Background: an optimization exercise with open tools, aiming at small area, a short achievable clock period and few clock cycles per item. Do not read the settings as production practice. The RTL was checked by simulation tests, not by an equivalence proof against the original design. Power and IR drop assume default switching activity.

===== config.mk =====
export PLATFORM = sky130hd
export DESIGN_NAME = execution_unit_top
export DESIGN_NICKNAME = execution_unit_top
export VERILOG_FILES = /design/flow/design.v
export SDC_FILE = /design/flow/constraint.sdc
export NUM_CORES = 4
export LEC_CHECK = 0
export ABC_AREA = 1
export CAP_MARGIN = 20
export CORE_MARGIN = 2
export CORE_UTILIZATION = 40
export SETUP_SLACK_MARGIN = 3.0
export SLEW_MARGIN = 20

===== flow/abc.script =====
strash
dch
map -B 0.9
topo

===== design.v =====
module execution_unit_top (
    input        clk,
    input        rst,
    input        start,
    input  [3:0] opcode,
    input  [7:0] A,
    input  [7:0] B,
    output     [15:0] result,
    output reg        busy,
    output reg        done
);
    reg [15:0] R;        
    reg        addm;     
    reg        dsh;      
    reg        dq;       
    reg        dqn;      
    reg  [7:0] X;        
    reg        sgn;      
    reg        isdiv;    
    reg  [2:0] cnt;      
    reg        bone;     
    reg        btwo;     
    reg        bneg;     
    function [9:0] cneg(input [9:0] x, input s);
        integer i;
        reg     nz;
        begin
            nz = 1'b0;
            for (i = 0; i < 10; i = i + 1) begin
                cneg[i] = x[i] ^ (s & nz);
                nz      = nz | x[i];
            end
        end
    endfunction
    function [2:0] booth(input q1, input q0, input qm);
        begin
            booth[2] = q0 ^ qm;
            booth[1] = (q1 & ~q0 & ~qm) | (~q1 & q0 & qm);
            booth[0] = q1 & ~(q0 & qm);
        end
    endfunction
    wire [7:0] bx   = B ^ {8{opcode[0]}};
    wire [4:0] slo  = {1'b0, A[3:0]} + {1'b0, bx[3:0]} + {4'd0, opcode[0]};
    wire [3:0] shi0 = A[7:4] + bx[7:4];
    wire [3:0] shi1 = A[7:4] + bx[7:4] + 4'd1;
    reg [15:0] alu;
    always @(*) begin
        case (opcode[2:0])
            3'd0, 3'd1: alu = {3'b000, slo[4], shi1, shi0, slo[3:0]};
            3'd2:       alu = {8'h00, A & B};
            3'd3:       alu = {8'h00, A | B};
            3'd4:       alu = {8'h00, A ^ B};
            3'd5:       alu = {8'h00, ~A};
            default:    alu = 16'h0000;
        endcase
    end
    wire [9:0]  mv   = B[0] ? {{2{A[7]}}, A} : B[1] ? {A[7], A, 1'b0} : 10'd0;
    wire [9:0]  mp   = cneg(mv, B[1]);
    wire [15:0] mul0 = {mp, B[7:2]};
    wire [7:0] ma  = cneg({2'b00, A}, A[7]);
    wire [7:0] mb  = cneg({2'b00, B}, B[7]);
    wire       bz  = (B == 8'h00);
    wire       b1  = (B == 8'h01) | (B == 8'hFF);
    wire       b2  = (B == 8'h02) | (B == 8'hFE);
    wire       q7  = bz | (b1 & ma[7]);
    wire       q6  = bz | (b1 & ma[6]) | (b2 & ma[7]);
    wire [1:0] r6  = b1 ? 2'b00 : b2 ? {1'b0, ma[6]} : ma[7:6];
    wire [15:0] div0 = {6'd0, r6, ma[5:0], q7, q6};
    wire       dshort = {1'b0, ma} < {mb, 1'b0};
    wire       dq1    = ma >= mb;
    wire       rneg = R[15];
    wire       xs   = X[7] & ~isdiv;
    wire [9:0] pp   = (btwo ? {X[7], X, 1'b0} : bone ? {xs, xs, X} : 10'd0)
                      ^ {10{bneg}};
    wire [9:0] op1  = isdiv ? {rneg, R[15:8], R[7]}
                            : {{2{rneg}}, R[15:8]};
    wire [9:0] s    = op1 + pp + {9'd0, bneg};
    wire        qb  = ~s[7] | ~|X;
    wire [7:0]  quo = cneg({2'b00, R[6:0], qb}, sgn);
    wire        last = isdiv ? (cnt == 3'd5) : (cnt == 3'd2);
    always @(posedge clk) begin
        addm <= ~busy & ~opcode[3] & ~opcode[2] & ~opcode[1];
        dsh  <= ~busy & opcode[3] & opcode[0] & dshort;
        dq   <= dq1;
        dqn  <= dq1 & (A[7] ^ B[7]);
        if (busy) begin
            cnt <= cnt + 3'd1;
            if (!isdiv) begin
                R                  <= {s, R[7:2]};
                {bone, btwo, bneg} <= booth(R[3], R[2], R[1]);
            end else begin
                R                  <= last ? {8'h00, quo}
                                           : {s[7:0], R[6:0], qb};
                {bone, btwo, bneg} <= {2'b10, qb};
            end
        end else begin
            cnt   <= 3'd0;
            isdiv <= opcode[0];
            if (!opcode[3]) begin
                R <= alu;
            end else if (!opcode[0]) begin
                R                  <= mul0;
                X                  <= A;
                {bone, btwo, bneg} <= booth(B[3], B[2], B[1]);
            end else begin
                R                  <= div0;
                X                  <= mb;
                sgn                <= A[7] ^ B[7];
                {bone, btwo, bneg} <= 3'b101;
            end
        end
    end
    always @(posedge clk) begin
        if (rst) begin
            busy <= 1'b0;
            done <= 1'b0;
        end else if (busy) begin
            busy <= ~last;
            done <= last;
        end else begin
            busy <= start & opcode[3] & ~(opcode[0] & dshort);
            done <= start & (~opcode[3] | (opcode[0] & dshort));
        end
    end
    wire hsel = addm & R[12];
    assign result = {R[15:8] & {8{~(addm | dsh)}},
                     dsh ? {4{dqn}} : hsel ? R[11:8] : R[7:4],
                     dsh ? {dqn, dqn, dqn, dq} : R[3:0]};
endmodule

===== flow/run.sh =====
#!/bin/bash
# Layout flow: the standard ORFS flow (standard.sh), with three changes
# to synthesis and placement:
#  - abc maps with flow/abc.script (ORFS's area script without its buffer /
#    upsize / dnsize steps: sizing is left to OpenROAD's repair, which sees
#    the placed wires);
#  - no full/half-adder cell extraction (ADDER_MAP_FILE empty), so abc maps
#    the adders together with the rest of the logic;
#  - the port buffers that global placement inserts are buf_2 cells.
# The synthesis script is synth_recipe.tcl unchanged except that it sources a
# copy of ORFS's synth.tcl with the abc script swapped.
# Each tool's output is in orfs/logs/ and the make output in flow_make.log.
set -euo pipefail
W=$(pwd)
sed "s#^source \$::env(SCRIPTS_DIR)/synth_preamble.tcl\$#&\nset abc_args [lreplace \$abc_args 1 1 $W/flow/abc.script]#" \
    "$FLOW_HOME/scripts/synth.tcl" > "$W/synth_own.tcl"
grep -q "flow/abc.script" "$W/synth_own.tcl"
sed "s#^source \$::env(SCRIPTS_DIR)/synth.tcl\$#source $W/synth_own.tcl#" \
    synth_recipe.tcl > "$W/synth_top.tcl"
grep -q "synth_own.tcl" "$W/synth_top.tcl"
bash standard.sh finish "SYNTH_SCRIPT=$W/synth_top.tcl" ADDER_MAP_FILE= \
    "BUFFER_PORTS_ARGS=-buffer_cell sky130_fd_sc_hd__buf_2" \
    > flow_make.log 2>&1

===== constraint.sdc =====
create_clock -name core_clock -period 6.0 [get_ports {clk}]
set_input_delay 1.2000 -clock core_clock [delete_from_list [all_inputs] [get_ports {clk}]]
set_output_delay 1.2000 -clock core_clock [all_outputs]
set_load 0.01 [all_outputs]

===== standard.sh =====
#!/bin/bash
# synth_recipe.tcl (not shown) runs the flow's synth.tcl, then flattens the netlist and writes it again
# the make line also repeats each setting of config.mk as NAME=value (left out here)
make -C /OpenROAD-flow-scripts/flow DESIGN_CONFIG=/design/flow/config.mk WORK_HOME=/design/flow/orfs CLKGATE_MAP_FILE= SYNTH_SCRIPT=/design/flow/synth_recipe.tcl "${@:-finish}"

==> impl_results.md, run 1 <==
* Gr usage total at 0.2877
* CP required at about 6.2 ns
* Count of different cell masters after synthesis at 32
* DR WL/cell at ~17 um
* FMAX at 349.0 MHz
* Filler cells at approximately 1100
* Async SR Flop Fraction at 0
* Design Area, Final at approximately 0.0048 mm2
* Area grow syn2layout at 21.77%
* Layer with the highest usage: met2
* Core area at approximately 0.0097 mm2
* Max-Cap Viols at 0
* Int Pwr at just over 0.6 mW
* Clock power frac at 0.216
* Nets at just under 800
* GRT met3 Usage at 0.03021
* First-pass GRT wire length at 24740 um
* R2R Setup Slk at around 3.2 ns
* Number of global-route vias before repair at 4566
* Sink Count at 38
* Least-Margin Pin Slew at 0.8933 ns
* DRC violations left at 0
* FF+latch count, synth at 38
* Final hold vios at 0
* Syn Area/Cell at between 5 and 6 um2
* Site row count at 36
* Hold Slack at ~0.48 ns
* Flop pwr share at 0.305
* Max Slew Vio Count at 0
* Antenna diode count at 0
* Top cells by area, synth: nand2_1, dfxtp_1, clkinv_1, edfxtp_1, nor2_1
* Yosys top cell area share at 0.2026
* Initial Utilization at 0.4094
* First DRT Iteration DRCs at 340
* WP data arrival at just over 3 ns
* CTS H-tree lvls at 2
* Hpwl dp at 12110 um
* Gate power share at 0.479
* Via count at 5059
* GP Congestion at 0.9764
* Remaining Overflow, GRT at 0
* GR met2 Demand/Resource at 0.5009
* Port buffer count at 40
* Outcome: no timing/DRC/antenna violations
* Min Tclk post-route at around 2.9 ns
* Clock transition at path regs at 0.09 ns
* Root Driver: clkbuf_8
* Synthesis Warnings at 1
* CTS Buffer Depth at 2
* Synth Flop Type: dfxtp_1
* Switch share at 0.4423
* Die area at 0.01072 mm2
* CP Capture Type: flop
* DR pass1 iterations at 5
* I/O Pins at slightly above 40
* Count leader, synth: nand2_1
* DRT Wirelength at around 16000 um
* Pin count of the biggest net entering global routing at 27
* Rel. slew slack at 0.3999
* Post-synth EDFFs at 13
* Synth area leader: nand2_1
* CTS tree: yes
* Hold Path Class: reg -> reg
* Switching power total at around 0.49 mW
* Via density per instance at 5.609
* Die height at about 100 um
* Worst Skew at 0.007737 ns
* Worst skew pair latency at roughly 0.29 ns
* TritonCTS buffer count at 5
* Pleak at 2.050 nW
* Initial antenna violation count at 0
* CP Launch Type: input pin
* Cell Area, Placed at 0.004339 mm2
* Die W at between 100 and 150 um
* Post-DRT Antenna Nets at 0
* GR Util met1 at 0.3705
* Fin crit share at 0.4776
* Power per standard cell area at ~230 mW/mm2
* Share of layout cells above drive strength 1 at 0.1508
* Sequential area share after synthesis at 0.2247
* CP max FO at 8
* Worst VDD drop at a little over 90 uV
* Final TNS setup at 0 ns
* Synth cell count leaders: nand2_1, clkinv_1, nor2_1, nand3_1, o21ai_0
* Final setup viols at 0
* Syn nets at 723
* RSZ-0062 raised after global routing: yes
* Mapped Cells at 700
* Crit path kind: in -> reg
* Synthesized area at 0.003965 mm2
cells by family (layout without fill, tap and decap cells):
group | Yosys count | count (layout) | share of synthesized area
xor+xnor | 26 | 26 | 0.05743
simple gates | 394 | 394 | 0.4080
flops | 38 | 38 | 0.2247
buf+inv | 105 | 174 | 0.09940
compound gates | 137 | 137 | 0.2105
layer usage:
metal / vias up / share of wire
met5: - / 0
met4: 0 / 0.041
met3: 45 / 0.062
met2: 227 / 0.46
met1: 2297 / 0.43
li1: 2490 / -
timing repair:
item / 4_1_cts / 5_1_grt
pin swaps: 2 / 6
endpoints found under the setup margin: 21 / 17
hold buffers: 0 / 0
buffers inserted: 4 / 16
resized for setup: 20 / 45
worst paths after layout:
kind	from	to	depth (start not counted)
setup / recovery	A[1]	R[15]$_DFF_P_	10
hold / removal	cnt[0]$_SDFF_PN0_	cnt[0]$_SDFF_PN0_	1
setup reg to reg	isdiv$_DFFE_PN_	R[6]$_DFF_P_	19
hold reg to reg	cnt[0]$_SDFF_PN0_	cnt[0]$_SDFF_PN0_	1
layout by cell type, fill, tap and decap left out, types with 3 or more instances in the layout:
cell type,n
clkinvlp_4,4
nor2_4,4
o21ai_0,55
nor3_1,8
o22ai_1,12
a32oi_1,3
inv_2,5
xnor2_1,6
o2111ai_1,8
clkbuf_8,5
dfxtp_1,25
buf_2,35
buf_4,23
nand2_1,212
nand4_1,6
o211ai_1,4
nand3_1,63
clkinv_2,3
o31ai_1,7
or2_2,5
o21ai_1,4
a21oi_1,20
a31oi_1,3
o221ai_1,5
clkinv_1,91
xor2_2,5
xor2_1,14
nor2_1,82
nor2_2,3
edfxtp_1,13
cell type report:
class / instances / area [um2] / share of cell area
Tap cell: 133 / 166.4 / 0.03446
Multi-Input combinational cell: 557 / 2838 / 0.5877
Clock inverter: 1 / 8.758 / 0.001814
Timing Repair Buffer: 61 / 377.9 / 0.07826
Sequential cell: 38 / 890.9 / 0.1845
Inverter: 105 / 427.9 / 0.08862
Clock buffer: 7 / 118.9 / 0.02462
critical path: stages:
cell and delay (ns):
buf_2 0.19, nand2_1 0.18, o21ai_1 0.13, nor2_1 0.17, clkinv_1 0.14, o31ai_2 0.26
nand2_1 0.15, a21oi_2 0.21, nand4_1 0.14, a32o_1 0.27
state kept, by name, summed over array words and instances (netlist names):
| name | flops |
|---|---|
| bone | 1 |
| btwo | 1 |
| addm | 1 |
| done | 1 |
| dq | 1 |
| dqn | 1 |
| bneg | 1 |
| dsh | 1 |
| cnt | 3 |
| X | 8 |
| sgn | 1 |
| busy | 1 |
| isdiv | 1 |
| R | 16 |
stage by stage:
step	worst slack [ns]	cells	utilization	power, mW
2_1_floorplan	3.052	700	-	0.6663
3_3_place_gp	2.095	874	0.4481	0.8200
3_5_place_dp	2.016	874	0.4481	0.8253
4_1_cts	3.005	886	0.4712	1.074
5_1_grt	2.942	902	0.4986	1.188
6_report	3.134	902	0.4986	1.107
power by group through the flow:
stage               sequential [mW]  combinational, mW  clock [mW]
floorplan                     0.334              0.332           0
global placement              0.349              0.471           0
detailed placement            0.349              0.476           0
CTS                           0.339              0.495       0.240
global route                  0.343              0.594       0.251
finish                        0.338              0.530       0.239
Testbench counts, summed over its fixed seeds: cycles 3,869, ops 2,400.
==> run 2: changes to the inputs <==
--- a/design.v
+++ b/design.v
@@ -11,9 +11,6 @@
 );
     reg [15:0] R;        
     reg        addm;     
-    reg        dsh;      
-    reg        dq;       
-    reg        dqn;      
     reg  [7:0] X;        
     reg        sgn;      
     reg        isdiv;    
@@ -68,6 +65,7 @@
     wire [15:0] div0 = {6'd0, r6, ma[5:0], q7, q6};
     wire       dshort = {1'b0, ma} < {mb, 1'b0};
     wire       dq1    = ma >= mb;
+    wire [7:0] dquo   = {{7{dq1 & (A[7] ^ B[7])}}, dq1};
     wire       rneg = R[15];
     wire       xs   = X[7] & ~isdiv;
     wire [9:0] pp   = (btwo ? {X[7], X, 1'b0} : bone ? {xs, xs, X} : 10'd0)
@@ -80,9 +78,6 @@
     wire        last = isdiv ? (cnt == 3'd5) : (cnt == 3'd2);
     always @(posedge clk) begin
         addm <= ~busy & ~opcode[3] & ~opcode[2] & ~opcode[1];
-        dsh  <= ~busy & opcode[3] & opcode[0] & dshort;
-        dq   <= dq1;
-        dqn  <= dq1 & (A[7] ^ B[7]);
         if (busy) begin
             cnt <= cnt + 3'd1;
             if (!isdiv) begin
@@ -103,7 +98,7 @@
                 X                  <= A;
                 {bone, btwo, bneg} <= booth(B[3], B[2], B[1]);
             end else begin
-                R                  <= div0;
+                R                  <= dshort ? {8'h00, dquo} : div0;
                 X                  <= mb;
                 sgn                <= A[7] ^ B[7];
                 {bone, btwo, bneg} <= 3'b101;
@@ -123,7 +118,7 @@
         end
     end
     wire hsel = addm & R[12];
-    assign result = {R[15:8] & {8{~(addm | dsh)}},
-                     dsh ? {4{dqn}} : hsel ? R[11:8] : R[7:4],
-                     dsh ? {dqn, dqn, dqn, dq} : R[3:0]};
+    assign result = {R[15:8] & {8{~addm}},
+                     hsel ? R[11:8] : R[7:4],
+                     R[3:0]};
 endmodule
==> flow/abc.script (replaced) <==
strash
dch
map -a
topo
==> impl_results.md, run 2 <==
* Outcome: no timing/DRC/antenna violations
* Most common cell after layout, fill and taps aside: nand2_1
* GP Congestion at between 0.9 and 1
* Hold Slack at ~0.48 ns
* Max-Cap Viols at 0
* CP required at 6.17 ns
* R2R depth at 22
* CP max stage cell: edfxtp_1
* Antenna diode count at 0
* DR WL/cell at 17.98 um
* Layout Utilization at 0.6054
* Hold Path Class: reg -> reg
* Max Slew Vio Count at 0
* Syn Area/Cell at ~6 um2
* TritonCTS buffer count at 5
* DR pass1 iterations at 5
* Fin crit share at 0.5775
* Synth Flop Type: dfxtp_1
* CP Capture Point: R[15]$_DFF_P_
* Largest regs: R x16, X x8, cnt x3
* Most frequent cells in the layout: nand2_1, nor2_1, clkinv_1, buf_4, o21ai_0
* Initial antenna violation count at 0
* First-pass GRT wire length at between 20000 and 25000 um
* FF+latch count, synth at 35
* Share of layout cells above drive strength 1 at 0.3110
* Async SR Flop Fraction at 0
* CTS tree: yes
* Mapped Cells at a little over 600
* Max reg flops at 16
* Largest stage delay, worst path at 0.50 ns
* Initial Utilization at 0.4165
* CP Capture Type: flop
* Nets at 739
* Final setup viols at 0
* Crit path launch: btwo$_DFFE_PP_
* Sink Count at 35
* DRT Wirelength at ~15000 um
* CTS H-tree lvls at 2
* Hold depth at 1
* Post-DRT Antenna Nets at 0
* Number of global-route vias before repair at ~4400
* CP max FO at 4
* Hpwl dp at ~11000 um
* Root Driver: clkbuf_8
* Top cells by area, synth: nand2_1, dfxtp_1, nor2_1, edfxtp_1, clkinv_1
* Crit path kind: reg -> reg
* Critical Path, Cell by Cell: buf_6 -> a22oi_2 -> xor2_2 -> or2_4 -> nand3_2 -> o21ai_2 -> clkinv_2 -> o21ai_4 -> a21oi_2 -> clkinv_2 -> a21oi_4 -> or2_4 -> nand2_4 -> clkinv_4 -> buf_4 -> buf_6 -> buf_4 -> buf_4 -> buf_4 -> buf_4 -> a32oi_2 -> o22ai_1
* Remaining Overflow, GRT at 0
* Gr usage total at 0.2910
* CTS Buffer Depth at 2
* Synthesized area at between 0.003 and 0.004 mm2
* Die W at between 90 and 100 um
* I/O Pins at 41
* Die height at 99.75 um
* Port buffer count at 40
* Site row count at 34
* Worst VDD drop at between 90 and 100 uV
* Filler cells at 845
* Synthesis Warnings at 1
* DRC violations left at 0
* Top reg by flops: R
* Min Tclk post-route at 3.465 ns
* Pleak at around 2.1 nW
* Die area at 0.009950 mm2
* Post-synth EDFFs at 13
* Count leader, synth: nand2_1
* Power per standard cell area at between 200 and 250 mW/mm2
* Worst skew pair latency at around 0.30 ns
* Pin count of the biggest net entering global routing at 33
* Synth cell count leaders: nand2_1, nor2_1, clkinv_1, o21ai_0, a21oi_1
* Final TNS setup at 0 ns
* Area grow syn2layout at 45.38%
* Worst Skew at 0.01629 ns
* Least-Margin Pin Slew at ~0.86 ns
* Syn nets at roughly 630
* RSZ-0062 raised after global routing: yes
* Count of different cell masters after synthesis at 30
* Sequential area share after synthesis at 0.2265
* Core area at 0.008806 mm2
* Rel. slew slack at 0.4237
* WP data arrival at around 3.6 ns
* R2R Setup Slk at about 2.5 ns
* Most numerous cell on the critical path: buf_4
* First DRT Iteration DRCs at 340
* FMAX at between 200 and 300 MHz
* Via density per instance at 5.801
* Via count at between 4000 and 5000
* CP Launch Type: flop
* Final hold vios at 0
* Yosys top cell area share at 0.1279
* Reg-to-reg critical path startpoint: btwo$_DFFE_PP_
* Clock transition at path regs at around 0.08 ns
* Synth area leader: nand2_1
* R2r endpoint: R[15]$_DFF_P_
## run 2: changes by cell type after synthesis, sizes merged, moves of 6 or more
cell / previous run / this run
nand2: 214 / 125
nand3: 64 / 12
nor2: 89 / 107
a21oi: 21 / 29
a22oi: 3 / 11
o31ai: 8 / 0
clkinv: 105 / 98
xor2: 20 / 27
o22ai: 12 / 18
## run 2: layout make-up
cell class | count | area [um2] | share of cell area
clock inverter | 2 | 13.76 | 0.002582
timing repair buffer | 103 | 809.5 | 0.1518
multi-input combinational | 473 | 2933 | 0.5501
tap | 108 | 135.1 | 0.02535
sequential | 35 | 830.8 | 0.1558
clock buffer | 6 | 93.84 | 0.01760
inverter | 98 | 515.5 | 0.09669
## run 2: how the worst min path moves through the flow
stage,start,to
5_1_grt,cnt[0]$_SDFF_PN0_,cnt[0]$_SDFF_PN0_
3_3_place_gp,cnt[0]$_SDFF_PN0_,cnt[0]$_SDFF_PN0_
6_report,cnt[0]$_SDFF_PN0_,cnt[0]$_SDFF_PN0_
2_1_floorplan,cnt[0]$_SDFF_PN0_,cnt[0]$_SDFF_PN0_
4_1_cts,cnt[0]$_SDFF_PN0_,cnt[0]$_SDFF_PN0_
3_5_place_dp,cnt[0]$_SDFF_PN0_,cnt[0]$_SDFF_PN0_
## run 2: per-stage QoR
stage | cell area (um2) | total power, mW | std cells | setup slack (ns)
finish | 5331 | 1.225 | 825 | 2.535
global route | 5331 | 1.291 | 825 | 2.324
CTS | 4935 | 1.141 | 804 | 2.586
detailed placement | 4179 | 0.8116 | 755 | 1.940
global placement | 4179 | 0.8075 | 755 | 1.980
floorplan | 3866 | 0.6679 | 610 | 2.777
## run 2: repair_timing
item,CTS,global route
hold buffers,0,0
cloned,0,0
setup buffers,41,21
resized for setup,86,63
setup endpoints to repair,19,18
pin swaps,42,18
## run 2: kinds of logic after synthesis
| kind of cell | synth area share |
|---|---|
| AND/OR/NAND/NOR | 0.3016 |
| AO/OA/AOI/OAI | 0.2726 |
| XOR/XNOR | 0.09075 |
| buffers and inverters | 0.1085 |
| flip-flops | 0.2265 |
## run 2: worst max-delay path: cells and delay by family (launching register included)
kind            cells  cell delay [ns]
compound gates      7             0.96
xor+xnor            1             0.20
buf+inv            10             1.11
flops               1             0.50
simple gates        4             0.55
## run 2: routing by layer
metal	vias up	wire, um	GRT usage	part of all wire
met3	68	895	0.04568	0.060
met2	242	7221	0.5068	0.49
li1	2294	-	-	-
met5	-	0	0	0
met4	0	701	0.1233	0.047
met1	2182	6014	0.3557	0.41
## run 2: power by group
part           leakage (nW)  switching, mW  total [mW]  internal, mW
Sequential            0.309         0.0321       0.312         0.280
Clock                0.0563         0.0973       0.204         0.107
Combinational          1.77          0.413       0.708         0.295
Total                  2.14          0.542        1.22         0.682
Testbench counts of run 2, summed over its fixed seeds: cycles 3,869, ops 2,400.

port drivers added, routing unchanged:
In the flow no input, the clock included, has a driving cell. The finished layouts below were timed again as built, in two steps.
Step 1 sets driving cells, clkbuf_16 on the clock port and buf_2 on the other inputs (assumed; they add their load-dependent delay and slew).
Step 2 moves the port delays by t, midway between the first and last clock arrival at a register: inputs arrive t later, outputs are due t later. That takes back most of the time a late clock gives input paths.
Three values: no drivers, after step 1, after step 2; two values: the first two.
run | t, ns | setup WS [ns] | worst register clock-pin slew, ns
run 1 | 0.324 | 3.134 / 3.149 / 2.825 | 0.09 / 0.09
run 2 | 0.324 | 2.535 / 2.535 / 2.412 | 0.09 / 0.09
After both steps every run listed still meets setup and hold. The setup slack of run 1, which loses most, moves by +0.015 ns with the drivers and by -0.309 ns with both steps.
